This is an optimization exercise on Yosys and OpenROAD, whose aim is small area, not a production implementation.
Only simulation tests tie the RTL to the original design; equivalence was not proved.
The clock port is modelled as an ideal driver, which makes a skipped or thinned clock tree look cheaper than it is; a real chip needs a root buffer or a tree.
Power is estimated from default activity; no workload was simulated.

Setup of v32:
==> flow/design.v <==
`timescale 1ns / 1ps
module clock_divider(
    input wire clk,
    input wire rst,
    output wire tickDis,
    output wire tickAdj,
    output wire tickLED,
    output wire d7b,       
    output wire d9         
    );
    reg p;               
    reg [3:0] r11;
    reg [11:0] r2501;
    reg [2:0] r7;
    reg [3:0] r9;
    reg [3:0] r13;
    wire [3:0] c11    = r11   ^ 4'h5;    
    wire [11:0] c2501 = r2501 ^ 12'h555;  
    wire [2:0] c7     = r7    ^ 3'h5;    
    wire [3:0] c9     = r9    ^ 4'h5;    
    wire [3:0] c13    = r13   ^ 4'h5;    
    wire w11   = (c11 & 4'h3) == 4'h0;            
    wire w2501 = (c2501 & 12'h7b3) == 12'h400;    
    wire w9    = (c9 & 4'h9) == 4'h0;             
    wire w13   = (c13 & 4'hd) == 4'h0;            
    wire w7    = (c7 & 3'h3) == 3'h0;             
    assign tickDis = ~p & w11;
    assign tickAdj = ~p & w2501;
    assign tickLED = tickDis & w7 & w13;
    assign d7b = (c7 == 3'h7);
    assign d9 = (c9 & 4'ha) == 4'h0;
    always @(posedge clk) begin
        p     <= ~rst & ~p;
        r11   <= 4'h5   ^ ((rst | w11)   ? 4'h1    : {c11[2:0], c11[3] ^ c11[0]});
        r2501 <= 12'h555 ^ ((rst | w2501) ? 12'he59 : {c2501[10:0], c2501[11] ^ c2501[10]});
        r7    <= 3'h5   ^ (rst           ? 3'h1    : {c7[1:0], c7[2] ^ c7[0]});
        r9    <= 4'h5   ^ ((rst | w9)    ? 4'h3    : {c9[2:0], c9[3] ^ c9[0]});
        r13   <= 4'h5   ^ ((rst | w13)   ? 4'h1    : {c13[2:0], c13[3] ^ c13[0]});
    end
endmodule
`timescale 1ns / 1ps
module adjust_led(
    input wire clk,
    input wire rst,
    input wire tickLED,
    input wire adj,
    output reg adjLED
    );
    always @(posedge clk) begin
        if (rst)
            adjLED <= 0;
        else if (tickLED)
            adjLED <= adj & ~adjLED;
    end
endmodule
`timescale 1ns / 1ps
module counter(
    input wire clk,
    input wire sys_rst,
    input wire tickAdj,
    output reg pause,
    output reg reset,
    input wire sel,
    input wire adj,
    input wire tickDis,
    input wire rstB,
    input wire pauseB,
    output reg [2:0] m10,
    output reg [3:0] m1,
    output reg [2:0] s10,
    output reg [3:0] s1
    );
    reg clk1;
    reg rst;
    reg [2:0] stepRst, stepPause;
    reg pauseFlip;
    wire s1w  = s1[3] & s1[0];       
    wire s10w = s10[2] & s10[0];     
    wire m1w  = m1[3] & m1[0];       
    wire m10w = m10[2] & m10[0];     
    wire run  = tickAdj & ~pause & ~reset;
    wire clr  = tickAdj & ~pause & reset;
    wire incS = run & (adj ? sel : clk1);
    wire incM = run & (adj ? ~sel : (clk1 & s1w & s10w));
    function [3:0] inc10(input [3:0] d);
        inc10 = {d[3] ^ (d[0] & (d[3] | (d[2] & d[1]))),
                 d[2] ^ (d[1] & d[0]),
                 d[1] ^ (d[0] & ~d[3]),
                 ~d[0]};
    endfunction
    function [2:0] inc6(input [2:0] d);
        inc6 = {d[2] ^ (d[0] & (d[2] | d[1])),
                d[1] ^ (d[0] & ~d[2]),
                ~d[0]};
    endfunction
    always @(posedge clk) begin
        if (sys_rst | clr) begin
            s1 <= 0; s10 <= 0;
        end else if (incS) begin
            s1 <= inc10(s1);
            if (s1w) s10 <= inc6(s10);
        end
        if (sys_rst | clr) begin
            m1 <= 0; m10 <= 0;
        end else if (incM) begin
            m1 <= inc10(m1);
            if (m1w) m10 <= inc6(m10);
        end
        if (sys_rst)
            clk1 <= 1'b1;
        else if (tickAdj)
            clk1 <= ~clk1;
    end
    always @(posedge clk) begin
        if (sys_rst) begin
            stepRst   <= 3'b000;
            stepPause <= 3'b000;
            reset <= 1'b0;
        end else if (tickDis) begin
            if (rst) begin
                stepRst   <= 3'b000;
                stepPause <= 3'b000;
            end else begin
                stepRst   <= {rstB, stepRst[2:1]};
                reset <= rstB;
                stepPause <= {pauseB, stepPause[2:1]};
            end
        end
    end
    always @(posedge clk) begin
        if (sys_rst) begin
            rst   <= 1'b0;
            pause <= 1'b0;
            pauseFlip <= 1'b0;
        end else if (tickDis) begin
            if (rst) begin
                rst   <= 1'b0;
                pause <= 1'b0;
                pauseFlip <= 1'b0;
            end else if (pauseFlip) begin
                pause <= ~pause;
                pauseFlip <= 1'b0;
            end else begin
                rst   <= ~stepRst[0] & stepRst[1];
                pauseFlip <= ~stepPause[0] & stepPause[1];
            end
        end
    end
endmodule
`timescale 1ns / 1ps
module display(
    input wire clk,
    input wire rst,
    input wire tickDis,
    input wire d7b,
    input wire d9,
    input wire [2:0] m10,
    input wire [3:0] m1,
    input wire [2:0] s10,
    input wire [3:0] s1,
    input wire adj,
    input wire sel,
    output reg [6:0] seg,
    output reg [3:0] an
);
    reg blink_state;
    reg [3:0] code;
    wire selM10 = an[3] & an[2] & an[1];
    wire selMin = an[2] & an[1];
    wire even = ~an[3] | ~an[1];
    wire [3:0] digit = ({4{selM10}} & {1'b0, m10}) | ({4{~an[3]}} & m1) |
                       ({4{~an[2]}} & {1'b0, s10}) | ({4{~an[1]}} & s1);
    wire blank = adj & (sel ^ selMin) & ~blink_state;
    always @(posedge clk) begin
        if (rst) begin
            blink_state <= 0;
            code <= 4'ha;
            an <= 4'b1111;
        end else if (tickDis) begin
            if (even & d7b & d9) blink_state <= ~blink_state;
            code <= {digit[3] | blank, digit[2], digit[1] | blank, digit[0]};
            an <= {~selM10, an[3:1]};
        end
    end
    always @(*)
        if (code[3])
            seg = code[1] ? 7'b1111111 : code[0] ? 7'b0010000 : 7'b0000000;
        else
            case (code[2:0])
                3'd0: seg = 7'b1000000;
                3'd1: seg = 7'b1111001;
                3'd2: seg = 7'b0100100;
                3'd3: seg = 7'b0110000;
                3'd4: seg = 7'b0011001;
                3'd5: seg = 7'b0010010;
                3'd6: seg = 7'b0000010;
                default: seg = 7'b1111000;
            endcase
endmodule
`timescale 1ns / 1ps
module main(
    input clk,
    input rst,
    input btnR,
    input btnC,
    input selSwitch,
    input adjSwitch,
    output adjLED,
    output pauseLED,
    output rstLED,
    output [6:0] seg,
    output [3:0] an
);
    wire tickAdj, tickLED, tickDis, d7b, d9;
    wire [2:0] m10;
    wire [3:0] m1;
    wire [2:0] s10;
    wire [3:0] s1;
    wire reset;
    wire pause;
    assign pauseLED = pause;
    assign rstLED = reset;
    clock_divider my_cd(clk, rst, tickDis, tickAdj, tickLED, d7b, d9);
    adjust_led my_adjust_led(clk, rst, tickLED, adjSwitch, adjLED);
    counter my_counter(clk, rst, tickAdj, pause, reset, selSwitch, adjSwitch, tickDis, btnR, btnC, m10, m1, s10, s1);
    display my_display(clk, rst, tickDis, d7b, d9, m10, m1, s10, s1, adjSwitch, selSwitch, seg, an);
endmodule
clock: 10.0 ns
lec_check: 0
cap_margin: 20
core_margin: 2
core_utilization: 70
slew_margin: 20
standard.sh (not shown) runs the stock make flow with config.mk's settings and CLKGATE_MAP_FILE= SYNTH_SCRIPT=/design/flow/synth_recipe.tcl, a recipe that flattens the netlist after the stock synthesis.
==> flow/flow/run.sh <==
#!/bin/bash
# Own layout flow: the standard flow (standard.sh) with three changes,
# made in a copy of the ORFS scripts folder:
#  - synthesis maps with an area-oriented ABC script (flow/abc_area.script);
#    the Yosys steps, and so the registers and their names, are unchanged;
#  - the ports are buffered with buf_1;
#  - clock tree synthesis is replaced by four clock buffers (flow/clock_buffer.tcl).
set -euo pipefail
W=$PWD
rm -rf "$W/scripts"
cp -r "$FLOW_HOME/scripts" "$W/scripts"
cp "$W/flow/abc_area.script" "$W/scripts/abc_area.script"
grep -q 'log_cmd clock_tree_synthesis {\*}$cts_args' "$W/scripts/cts.tcl"
sed -i 's|log_cmd clock_tree_synthesis {\*}$cts_args|source $::env(OWN_FLOW_DIR)/clock_buffer.tcl|' "$W/scripts/cts.tcl"
export OWN_FLOW_DIR="$W/flow"
export OWN_CLK_PORT=clk
export OWN_CLKBUF=${OWN_CLKBUF:-sky130_fd_sc_hd__clkbuf_8}
export OWN_CLK_NBUF=${OWN_CLK_NBUF:-4}
bash "$W/standard.sh" SCRIPTS_DIR="$W/scripts" ABC_AREA=1 \
  "BUFFER_PORTS_ARGS=-buffer_cell sky130_fd_sc_hd__buf_1" finish > "$W/orfs_make.log" 2>&1
==> flow/flow/clock_buffer.tcl <==
set block [ord::get_db_block]
set db [ord::get_db]
set clk_name [get_name [get_ports $::env(OWN_CLK_PORT)]]
set port_net [[$block findBTerm $clk_name] getNet]
set master [$db findMaster $::env(OWN_CLKBUF)]
set k $::env(OWN_CLK_NBUF)

set sinks {}
foreach it [$port_net getITerms] {
  set loc [[$it getInst] getLocation]
  lappend sinks [list $it [lindex $loc 0] [lindex $loc 1]]
}
set n [llength $sinks]
if { $k > $n } { set k $n }

# k-means, seeded with sinks spread through the list sorted by x
set sorted [lsort -integer -index 1 $sinks]
set cent {}
for { set c 0 } { $c < $k } { incr c } {
  set s [lindex $sorted [expr { int(($c + 0.5) * $n / $k) }]]
  lappend cent [list [lindex $s 1] [lindex $s 2]]
}
for { set iter 0 } { $iter < 50 } { incr iter } {
  set assign {}
  foreach s $sinks {
    set best 0
    set bd 1e30
    for { set c 0 } { $c < $k } { incr c } {
      set dx [expr { [lindex $s 1] - [lindex [lindex $cent $c] 0] }]
      set dy [expr { [lindex $s 2] - [lindex [lindex $cent $c] 1] }]
      set d [expr { double($dx) * $dx + double($dy) * $dy }]
      if { $d < $bd } { set bd $d; set best $c }
    }
    lappend assign $best
  }
  set newcent {}
  for { set c 0 } { $c < $k } { incr c } {
    set sx 0.0; set sy 0.0; set m 0
    foreach s $sinks a $assign {
      if { $a == $c } { set sx [expr { $sx + [lindex $s 1] }]; set sy [expr { $sy + [lindex $s 2] }]; incr m }
    }
    if { $m > 0 } { lappend newcent [list [expr { $sx / $m }] [expr { $sy / $m }]] } else { lappend newcent [lindex $cent $c] }
  }
  set cent $newcent
}

for { set c 0 } { $c < $k } { incr c } {
  set its {}
  foreach s $sinks a $assign { if { $a == $c } { lappend its [lindex $s 0] } }
  if { [llength $its] == 0 } { continue }
  set buf [odb::dbInst_create $block $master clkbuf_leaf_$c]
  set leaf [odb::dbNet_create $block clknet_leaf_$c]
  $leaf setSigType CLOCK
  foreach it $its { $it disconnect; $it connect $leaf }
  [$buf findITerm A] connect $port_net
  [$buf findITerm X] connect $leaf
  $buf setLocation [expr { int([lindex [lindex $cent $c] 0]) }] [expr { int([lindex [lindex $cent $c] 1]) }]
  $buf setPlacementStatus PLACED
  puts "clock_buffer.tcl: clkbuf_leaf_$c ($::env(OWN_CLKBUF)) drives [llength $its] clock pins"
}
global_connect
set_propagated_clock [all_clocks]
Other scripts of this flow, unchanged in this note and not shown: flow/flow/abc_area.script
v32 completed every stage of the flow, and the final layout passed the timing, DRC and antenna checks.
Edits applied to the flow inputs when going from v32 to v54:
Settings: a change of CORE_UTILIZATION from 70 to 40.
--- a/flow/flow/run.sh
+++ b/flow/flow/run.sh
@@ -17,2 +17,2 @@
-export OWN_CLKBUF=${OWN_CLKBUF:-sky130_fd_sc_hd__clkbuf_8}
-export OWN_CLK_NBUF=${OWN_CLK_NBUF:-4}
+export OWN_CLKBUF=${OWN_CLKBUF:-sky130_fd_sc_hd__clkbuf_16}
+export OWN_CLK_NBUF=${OWN_CLK_NBUF:-2}
- Area: v54 vs v32 -> v54 larger
- Taking v32 as the reference, in v54 post-route met1 wirelength shows an increase of 13%; total power shows no meaningful change; met3 usage shows a reduction of 1.8 points; first-iteration DRC count shows a reduction of 8.1%; total half-perimeter wirelength after legalization and detailed placement shows an increase of 0.65%.
--- input diff v54..v25 ---
--- a/flow/flow/run.sh
+++ b/flow/flow/run.sh
@@ -17,2 +17,2 @@
-export OWN_CLKBUF=${OWN_CLKBUF:-sky130_fd_sc_hd__clkbuf_16}
-export OWN_CLK_NBUF=${OWN_CLK_NBUF:-2}
+export OWN_CLKBUF=${OWN_CLKBUF:-sky130_fd_sc_hd__clkbuf_8}
+export OWN_CLK_NBUF=${OWN_CLK_NBUF:-4}
From v54 to v25 the numbers moved as follows: combinational-cell power consumption held steady; fraction of layout instances using a drive strength above 1 increased by 0.76 points relative to the old numbers.
Summary of v25 over v54: sum of met2 wire segment lengths after detailed routing now sits at about the same level; setup slack of the worst register-to-register path now sits lower.
In every run of this note, the design's own scripts or RTL, not TritonCTS, make the clock network.

[re-timing with driven ports]
In the flow no input, the clock included, has a driving cell. The finished layouts below were timed again as built, in two steps.
Step 1 assumes that a clkbuf_16 drives the clock port and a buf_2 every other input.
Step 2 times the ports against the registers' clock, not the clock port: input delays grow and output delays shrink by t, the midpoint of the rising clock arrivals with the driver on.
Three values: no drivers, after step 1, after step 2; two values: the first two.
| run | shift t [ns] | slack for setup (ns) | worst slew at a driven data input, ns | cell pins on the clock port's net |
|---|---|---|---|---|
| v32 | 0.198 | 5.569 / 5.592 / 5.395 | 0.04 | 4 |
| v54 | 0.213 | 5.663 / 5.689 / 5.476 | 0.03 | 2 |
| v25 | 0.206 | 5.597 / 5.632 / 5.426 | 0.03 | 4 |
After both steps every run listed still meets setup and hold. The setup slack of v54, which loses most, moves by +0.026 ns with the drivers and by -0.187 ns with both steps.
